Source: an optimization exercise on an open RTL-to-GDS flow (aim: small area, a short achievable clock period and few clock cycles per item). Production flows keep margins and buffers that such runs may drop. In this exercise RTL edits were held to simulation tests only and were not proved equivalent to the original. Power figures rest on the tool's default switching activity, not on a simulated workload.

File: design/flow/config.mk
export PLATFORM = sky130hd
export DESIGN_NAME = xcorr
export DESIGN_NICKNAME = xcorr
export VERILOG_FILES = /design/flow/design.v
export SDC_FILE = /design/flow/constraint.sdc
export NUM_CORES = 4
export LEC_CHECK = 0
export CAP_MARGIN = 20
export CORE_MARGIN = 2
export CORE_UTILIZATION = 40
export PLACE_DENSITY = 0.6
export SLEW_MARGIN = 20
export SYNTH_MEMORY_MAX_BITS = 16384
File: design/flow/design.v
module xcorr_sdp_ram #(parameter N = 256,
                       parameter DW = 18,
                       parameter NT = 31)
                      (input clk,
                       input shift,
                       input rot,
                       input [DW-1:0] din,
                       output [NT*DW-1:0] taps);
    reg [N*DW-1:0] mem;
    always @(posedge clk) begin
        if (shift)
            mem <= {mem[(N-1)*DW-1:0], rot ? mem[N*DW-1 -: DW] : din};
    end
    assign taps = mem[NT*DW-1:0];
endmodule
module mic_data_store #(parameter N = 256,
                        parameter AW = 8,
                        parameter NT = 31)
                       (input clk,
                        input rst_n,
                        input signed [17:0]mic_1,
                        input start,
                        input finish_left_or_right,
                        input step,
                        input drain,
                        input rot,
                        output reg p0_v,
                        output reg p1_v,
                        output [NT*18-1:0]taps,
                        output output_done_flag);
    reg start_temp;
    reg start_flag;
    reg done_flag;
    reg [AW-1:0]ada_cnt;
    assign output_done_flag = done_flag;
    always @(posedge clk or negedge rst_n)begin
        if (!rst_n)
            start_temp <= 0;
        else
            start_temp <= start;
    end
    always @(posedge clk or negedge rst_n)begin
        if (!rst_n)begin
            start_flag <= 0;
            done_flag  <= 0;
        end
        else if (!start_temp&start&!start_flag&!done_flag) 
            start_flag <= 1'b1;
        else if (start_flag&finish_left_or_right&(ada_cnt == N-1))
        begin
            start_flag <= 1'b0;
            done_flag  <= 1'b1;
        end
    end
    always @(posedge clk or negedge rst_n)begin
        if (!rst_n)
            ada_cnt <= 0;
        else if (start_flag)
        begin
            if (finish_left_or_right)
                ada_cnt <= ada_cnt+1'b1;
        end
        else
            ada_cnt <= 0;
    end
    wire take = start_flag & finish_left_or_right;
    reg [17:0] p0_d;
    reg [17:0] p1_d;
    wire pop = p0_v & (step | drain | p1_v);
    always @(posedge clk or negedge rst_n)begin
        if (!rst_n)begin
            p0_v <= 0;
            p1_v <= 0;
        end
        else if (pop)begin
            p0_v <= p1_v | take;
            p1_v <= p1_v & take;
        end
        else if (!p0_v)
            p0_v <= take;
        else
            p1_v <= take;
    end
    always @(posedge clk)begin
        p1_d <= mic_1;
        if (pop)
            p0_d <= p1_v ? p1_d : mic_1;
        else if (!p0_v)
            p0_d <= mic_1;
    end
    xcorr_sdp_ram #(.N(N), .DW(18), .NT(NT)) ram_inst(
    .clk(clk),
    .shift(pop | rot),
    .rot(rot),
    .din(p0_d),
    .taps(taps)
    );
endmodule
module xcorr(input clk,
             input rst_n,
             input start_flag,
             input finish_left,
             input finish_right,
             input signed[17:0]mic_1,
             input signed[17:0]mic_2,
             output reg[5:0]sequence_num,
             output reg finished,
             output reg finished_temp1);
    localparam N    = 256;          
    localparam AW   = 8;            
    localparam MAXS = 30;           
    localparam NT   = MAXS+1;       
    localparam AccW = 36+AW;        
    localparam NM   = 8;            
    reg finished_temp;
    always @(posedge clk or negedge rst_n) begin
        if (!rst_n)
        begin
            finished_temp  <= 0;
            finished_temp1 <= 0;
        end
        else
        begin
            finished_temp  <= finished;
            finished_temp1 <= finished_temp;
        end
    end
    wire p0_v1, p1_v1, p0_v2, p1_v2;
    wire done1, done2;
    wire [NT*18-1:0] t1;
    wire [NT*18-1:0] t2;
    reg [2:0] fc;           
    reg issuing;            
    reg [AW:0] kn;          
    reg [AW-1:0] k;         
    reg brk;                
    reg fb;                 
    wire can_start = (!issuing | (fc == 3'd7)) & ((kn == 0) | (fc == 3'd7)) & !kn[AW];
    wire ev_s = !brk & !fb & p0_v1 & p0_v2 & can_start;
    wire ev_f = fb & can_start;
    wire ev   = ev_s | ev_f;
    mic_data_store #(.N(N), .AW(AW), .NT(NT)) mic_data_store_inst1(
    .clk(clk),
    .rst_n(rst_n),
    .mic_1(mic_1),
    .start(start_flag),
    .finish_left_or_right(finish_right),
    .step(ev_s),
    .drain(brk),
    .rot(ev_f),
    .p0_v(p0_v1),
    .p1_v(p1_v1),
    .taps(t1),
    .output_done_flag(done1));
    mic_data_store #(.N(N), .AW(AW), .NT(NT)) mic_data_store_inst2(
    .clk(clk),
    .rst_n(rst_n),
    .mic_1(mic_2),
    .start(start_flag),
    .finish_left_or_right(finish_left),
    .step(ev_s),
    .drain(brk),
    .rot(ev_f),
    .p0_v(p0_v2),
    .p1_v(p1_v2),
    .taps(t2),
    .output_done_flag(done2));
    always @(posedge clk or negedge rst_n) begin
        if (!rst_n)
        begin
            fc      <= 0;
            issuing <= 0;
            kn      <= 0;
            k       <= 0;
            brk     <= 0;
            fb      <= 0;
        end
        else
        begin
            fc <= ev ? 3'd0 : fc+3'd1;
            if (ev)
                issuing <= 1'b1;
            else if (fc == 3'd7)
                issuing <= 1'b0;
            if (ev)
                k <= kn[AW-1:0];
            if (!fb & (p1_v1 | p1_v2) & !ev_s)
                brk <= 1'b1;
            if (brk & !fb & done1 & done2 & !p0_v1 & !p0_v2)
            begin
                fb <= 1'b1;
                kn <= 0;
            end
            else if (ev)
                kn <= kn+1'b1;
        end
    end
    wire first_i = issuing & (k == 0);
    wire last_i  = issuing & (k == N-1);
    reg first_o, first_p, last_o, last_p, last_a;
    always @(posedge clk or negedge rst_n) begin
        if (!rst_n)
        begin
            first_o <= 0;
            first_p <= 0;
            last_o  <= 0;
            last_p  <= 0;
            last_a  <= 0;
        end
        else
        begin
            first_o <= first_i;
            first_p <= first_o;
            last_o  <= last_i;
            last_p  <= last_o;
            last_a  <= last_p;
        end
    end
    wire [NM*AccW-1:0] head;    
    genvar m;
    generate
        for (m = 0; m < NM; m = m+1) begin : mac
            reg signed [17:0] opa;
            reg signed [17:0] opb;
            reg signed [26:0] plo;
            reg signed [26:0] phi;
            reg signed [AccW-1:0] acc [0:7];
            wire signed [9:0] blo = {1'b0, opb[8:0]};
            wire signed [8:0] bhi = opb[17:9];
            reg signed [17:0] a_n;
            reg signed [17:0] b_n;
            integer c, l;
            always @(*) begin
                a_n = 0;
                b_n = 0;
                for (c = 0; c < 8; c = c+1) begin
                    l = 8*c+m;
                    if (fc == c) begin
                        if (l <= MAXS) begin
                            a_n = t2[17:0];
                            b_n = (k >= l) ? t1[18*l +: 18] : 18'd0;
                        end
                        else if (l <= 2*MAXS) begin
                            a_n = t1[17:0];
                            b_n = (k >= l-MAXS) ? t2[18*(l-MAXS) +: 18] : 18'd0;
                        end
                    end
                end
                if (!issuing) begin
                    a_n = 0;
                    b_n = 0;
                end
            end
            always @(posedge clk) begin
                opa <= a_n;
                opb <= b_n;
                plo <= opa * blo;
                phi <= opa * bhi;
                acc[0] <= (first_p ? {AccW{1'b0}} : acc[7])
                          + {{(AccW-27){plo[26]}}, plo}
                          + {{(AccW-36){phi[26]}}, phi, 9'd0};
                acc[1] <= acc[0];
                acc[2] <= acc[1];
                acc[3] <= acc[2];
                acc[4] <= acc[3];
                acc[5] <= acc[4];
                acc[6] <= acc[5];
                acc[7] <= acc[6];
            end
            assign head[m*AccW +: AccW] = acc[0];
        end
    endgenerate
    reg v1, v2, v3;
    reg signed [AccW-1:0] w1 [0:3];
    reg [3:0] i1;
    reg signed [AccW-1:0] w2 [0:1];
    reg [1:0] i2hi;
    reg [1:0] i2lo;
    reg signed [AccW-1:0] w3;
    reg [2:0] i3;
    reg [2:0] grp;
    reg signed [AccW-1:0] best;
    reg [5:0] bidx;
    wire signed [AccW-1:0] h0 = head[0*AccW +: AccW];
    wire signed [AccW-1:0] h1 = head[1*AccW +: AccW];
    wire signed [AccW-1:0] h2 = head[2*AccW +: AccW];
    wire signed [AccW-1:0] h3 = head[3*AccW +: AccW];
    wire signed [AccW-1:0] h4 = head[4*AccW +: AccW];
    wire signed [AccW-1:0] h5 = head[5*AccW +: AccW];
    wire signed [AccW-1:0] h6 = head[6*AccW +: AccW];
    wire signed [AccW-1:0] h7 = head[7*AccW +: AccW];
    wire s10 = h1 > h0;
    wire s11 = h3 > h2;
    wire s12 = h5 > h4;
    wire s13 = h7 > h6;
    wire s20 = w1[1] > w1[0];
    wire s21 = w1[3] > w1[2];
    wire s3  = w2[1] > w2[0];
    wire sb  = w3 > best;
    wire [5:0] nidx = {grp, i3};
    always @(posedge clk) begin
        w1[0] <= s10 ? h1 : h0;
        w1[1] <= s11 ? h3 : h2;
        w1[2] <= s12 ? h5 : h4;
        w1[3] <= s13 ? h7 : h6;
        i1    <= {s13, s12, s11, s10};
        w2[0] <= s20 ? w1[1] : w1[0];
        w2[1] <= s21 ? w1[3] : w1[2];
        i2lo  <= {s21 ? i1[3] : i1[2], s20 ? i1[1] : i1[0]};
        i2hi  <= {s21, s20};
        w3    <= s3 ? w2[1] : w2[0];
        i3    <= s3 ? {1'b1, i2hi[1], i2lo[1]} : {1'b0, i2hi[0], i2lo[0]};
    end
    always @(posedge clk or negedge rst_n) begin
        if (!rst_n)
        begin
            v1           <= 0;
            v2           <= 0;
            v3           <= 0;
            grp          <= 0;
            best         <= 0;
            bidx         <= 0;
            finished     <= 0;
            sequence_num <= 0;
        end
        else
        begin
            v1 <= last_a;
            v2 <= v1;
            v3 <= v2;
            if (ev & (kn == N-1))
            begin
                grp  <= 0;
                best <= 0;
                bidx <= 0;
            end
            else if (v3)
            begin
                grp <= grp+3'd1;
                if (sb)
                begin
                    best <= w3;
                    bidx <= nidx;
                end
                if (grp == 3'd7)
                begin
                    finished     <= 1'b1;
                    sequence_num <= sb ? nidx : bidx;
                end
            end
        end
    end
endmodule
File: design/flow/run.sh
#!/bin/bash
# synth_recipe.tcl (not shown) runs the flow's synth.tcl, then flattens the netlist and writes it again
# the make line also repeats each setting of config.mk as NAME=value (left out here)
make -C /OpenROAD-flow-scripts/flow DESIGN_CONFIG=/design/flow/config.mk WORK_HOME=/design/flow/orfs CLKGATE_MAP_FILE= SYNTH_SCRIPT=/design/flow/synth_recipe.tcl finish
File: design/flow/constraint.sdc
create_clock -name core_clock -period 12.0 [get_ports {clk}]
set_input_delay 2.4000 -clock core_clock [delete_from_list [all_inputs] [get_ports {clk}]]
set_output_delay 2.4000 -clock core_clock [all_outputs]
set_load 0.01 [all_outputs]
==> results_dict.tcl <==
set metrics [dict create \
    synth_xor_xnor_area_share 0.0137 \
    worstMarginPinSlew_ns 1.35 \
    hold_path_class "register to register" \
    p_per_area_nw_per_um2 182 \
    coreArea_um2 1230000 \
    cp.buffers_inverters 8 \
    dpl_cell_area_um2 516000 \
    regArea_um2 357000 \
    port_buffers 48 \
    endpoint_kind "register" \
    synth_seq_cells 13200 \
    relSlewSlack 0.101 \
    grt_pass1_vias 243000 \
    synth.avg_cell_area_um2 16.6 \
    ctsHoldBuffers 0 \
    ys_async_sr_fraction 0.00896 \
    finClkSkew_ns 0.129 \
    top_usage_layer "met2" \
    synth-adder-area-share 0.140 \
    ir_drop_v 0.000148 \
    cp_max_fo 37 \
    setup-tns-final_ns 0 \
    place_congestion 0.921 \
    vias 236000 \
    clk_pin_slew_ns 0.06 \
    synth_area_um2 495000 \
    syn-num-nets 33900 \
    drive_gt1_frac 0.0875 \
    outcome "no timing/DRC/antenna violations" \
    final_nets 34900 \
    ys_warn_count 13 \
    cts-root-buf "clkbuf_16" \
    grt_pass1_wl_um 1570000 \
    grt_use_met1 0.242 \
    antenna_found_initial 122 \
    synth-main-ff-cell "edfxtp_1" \
    rows 408 \
    multi_input_area_um2 126000 \
    grt_max_degree 223 \
    cp-start-kind "register" \
    yosys.area_share.simple 0.0517 \
    pin_count 49 \
    clock_latency_ns 1.28 \
    cp.required_ns 13.09 \
    cts.sinks 13200 \
    post_cts_buffers 0 \
    dieArea_um2 1250000 \
    hold_viol 0 \
    report.final.setup_viol 0 \
    arrival_ns 8.37 \
    synth_top_family_by_area "adder cells" \
    synth-edff-count 9252 \
    ant_nets 0 \
    crit_family "adder cells" \
    synthToLayoutAreaGrowth_pct 13.2 \
    fmax_mhz 137 \
    fillCellCount 106000 \
    rsz0062_at_grt "no" \
    tritoncts "done" \
    htree_levels 7 \
    fp.dieH_um 1120 \
    use_met2 0.250 \
    slowest_delay_ns 0.68 \
    wl_per_cell_um 21.8 \
    crit_path_top_delay_cell "a2111oi_0" \
    overflow 0 \
    grt_util_met3 0.0274 \
    die_w_um 1120 \
    synthDistinctLibCells 84 \
    totalWireLength_um 1050000 \
    min_period_ns 7.28 \
    synth_compound_area_frac 0.0400 \
    cp_cell_sequence "buf_4, buf_4, buf_4, and2_1, ha_1, inv_1, fa_1, inv_1, fa_1, fa_1, inv_1, fa_1, inv_1, ha_1, nand3_1, a211oi_1, o21a_1, a21oi_1, a2111oi_0, buf_4, o21a_1, o21ai_0, a21oi_1, xnor2_1" \
    total_power_mw 102 \
    final_area_um2 560000 \
    drc 0 \
    ctsResizeCount 0 \
    path_class "register to register" \
    seq_area_frac_synth 0.721 \
    grt_usage 0.166 \
    synth.mux.area_fraction 0.00835 \
    period_share 0.606 \
    maxCapViolCount 0 \
    dr.pass1.iters 8 \
    p_leak_nw 222 \
    maxSlewViolCount 0 \
    via_per_inst 4.88 \
    dp_hpwl_um 695000 \
    cts_buffer_depth 6 \
    initial_core_util 0.401 \
    drt_iter0_drc 21700 \
    synth_cells 29800 \
    numCtsBuffers 1378 \
]
final timing paths:
| check | startpoint | to | slack, ns | depth (start not counted) |
|---|---|---|---|---|
| min in group asynchronous | rst_n | v1 | 1.06 | 1 |
| max in group asynchronous | rst_n | k[2] | 9.62 | 2 |
| max reg2reg | mac[4].opa[1] | mac[3].plo[26] | 4.72 | 24 |
| min | mac[4].acc[4][36] | mac[4].acc[5][36] | 0.23 | 0 |
| min reg2reg | mac[4].acc[4][36] | mac[4].acc[5][36] | 0.23 | 0 |
| max | mac[4].opa[1] | mac[3].plo[26] | 4.72 | 24 |
cells by family after synthesis:
group	count (synthesis)
adders and majority gates	4101
muxes	369
AOI/OAI and AO/OA	3047
xor gates and xnor gates	776
buffers and inverters	3246
and+or+nand+nor	5072
DFF	13200
routing by layer:
metal  part of all wire  up-vias
met3              0.059     2024
met4              0.045       14
li1                   -   106000
met1               0.46   121000
met5           0.000094        -
met2               0.44     6646
layout by cell type, fill, tap and decap left out, types with 224 or more instances in the layout:
master,count
a21oi_1,785
clkinv_2,224
clkbuf_1,254
nor2_1,635
mux2_2,350
dfxtp_1,3769
inv_1,2480
buf_4,266
clkbuf_16,1396
xnor2_1,587
a21o_1,409
ha_1,1692
and2_1,1466
edfxtp_1,9252
nand2_1,1712
nor2b_1,524
fa_1,2408
a22oi_1,361
o21ai_0,635
worst reg2reg max path, delay by kind of cell (launching register included):
kind,cells,cell delay [ns]
compound gates,7,2.02
xor+xnor,1,0.10
fa+ha+maj,6,2.39
buf+inv,8,1.98
flops,1,0.31
simple gates,2,0.33
final cells by class:
cell class / instances / area share
Clock inverter: 664 / 0.0118
Antenna cell: 98 / 0.000438
Clock buffer: 1717 / 0.0657
Tap cell: 16400 / 0.0366
Sequential cell: 13200 / 0.637
Timing Repair Buffer: 362 / 0.00612
Multi-Input combinational cell: 13400 / 0.225
Inverter: 2481 / 0.0166
registers in the layout, indices dropped and copies added, names as in the netlist, 54 cells and up:
name                               flops
mic_data_store_inst1.ram_inst.mem   4608
mic_data_store_inst2.ram_inst.mem   4608
mac.phi                              216
mac.plo                              216
mac.opb                              144
mac.acc                             2816
w2                                    88
w1                                   176
mac.opa                               54
synthesized netlist by cell type, types with 18 or more instances:
| cell type | count | share of area |
|---|---|---|
| fa_1 | 2408 | 0.097 |
| a21boi_0 | 28 | 0.00042 |
| or2_2 | 28 | 0.00035 |
| inv_1 | 2480 | 0.019 |
| or3_1 | 35 | 0.00044 |
| dfrtp_1 | 118 | 0.0060 |
| o211ai_1 | 35 | 0.00053 |
| o21a_1 | 98 | 0.0015 |
| a31o_2 | 18 | 0.00032 |
| nand3_1 | 122 | 0.0012 |
| mux2i_1 | 19 | 0.00038 |
| xor2_1 | 189 | 0.0033 |
| dfxtp_1 | 3801 | 0.15 |
| a211oi_1 | 61 | 0.00093 |
| nor2b_1 | 532 | 0.0067 |
| nor3_1 | 109 | 0.0011 |
| nand2_1 | 1717 | 0.013 |
| a21oi_1 | 796 | 0.0081 |
| a31oi_1 | 51 | 0.00064 |
| clkbuf_1 | 729 | 0.0055 |
| buf_1 | 24 | 0.00018 |
| o21bai_1 | 103 | 0.0016 |
| a2bb2oi_1 | 40 | 0.00071 |
| a221oi_1 | 19 | 0.00034 |
| a21o_1 | 409 | 0.0062 |
| a22o_1 | 117 | 0.0021 |
| nor2_1 | 673 | 0.0051 |
| edfxtp_1 | 9252 | 0.56 |
| and4_1 | 20 | 0.00035 |
| a22oi_1 | 361 | 0.0055 |
| nand4_1 | 122 | 0.0015 |
| and2_1 | 1470 | 0.019 |
| ha_1 | 1693 | 0.043 |
| nand2b_1 | 145 | 0.0018 |
| o21ai_0 | 663 | 0.0067 |
| a222oi_1 | 40 | 0.00081 |
| xnor2_1 | 587 | 0.010 |
| and3_1 | 62 | 0.00078 |
| o31ai_1 | 30 | 0.00046 |
| mux2_2 | 350 | 0.0080 |
power breakdown:
| part | switching [mW] | internal (mW) |
|---|---|---|
| sequential | 1.87 | 56.0 |
| combinational | 2.52 | 0.322 |
| clock | 16.9 | 24.2 |
per-stage QoR:
| step | worst slack [ns] | hold WS (ns) | std cells | util |
|---|---|---|---|---|
| after floorplan | -22.02 | 0.310 | 29800 | - |
| after global placement | 4.46 | 0.309 | 45800 | 0.418 |
| after detailed placement | 4.77 | 0.312 | 45800 | 0.418 |
| after CTS | 4.69 | 0.225 | 48200 | 0.454 |
| after global routing | 4.25 | 0.232 | 48200 | 0.454 |
| final | 4.72 | 0.230 | 48300 | 0.454 |
Testbench counts, summed over its fixed seeds: cycles 65,952, items 32.

[what the ideal ports hide]
In the flow no input, the clock included, has a driving cell. The finished layout below was timed again as built, in two steps. Step 1 sets driving cells, clkbuf_16 on the clock port and buf_2 on the other inputs (assumed; they add their load-dependent delay and slew). Step 2 adds t to the input delays and takes it off the output delays; t is the mean of the earliest and latest rising clock arrival at the registers after step 1. Input paths then give back, and output paths get back, about the clock's delay inside the block. Three values: ideal, step 1, step 2; two values: the first two.
shift t [ns]: 1.381
setup slack, ns: 4.722 / 4.722 / 4.722
worst setup path at the end: register to register
latest minus earliest clock arrival (ns): 0.145 / 0.145
worst data-port slew with drivers (ns): 0.48
After both steps this run still meets setup and hold. The setup slack of this run moves by 0.000 ns with the drivers and by 0.000 ns with both steps.
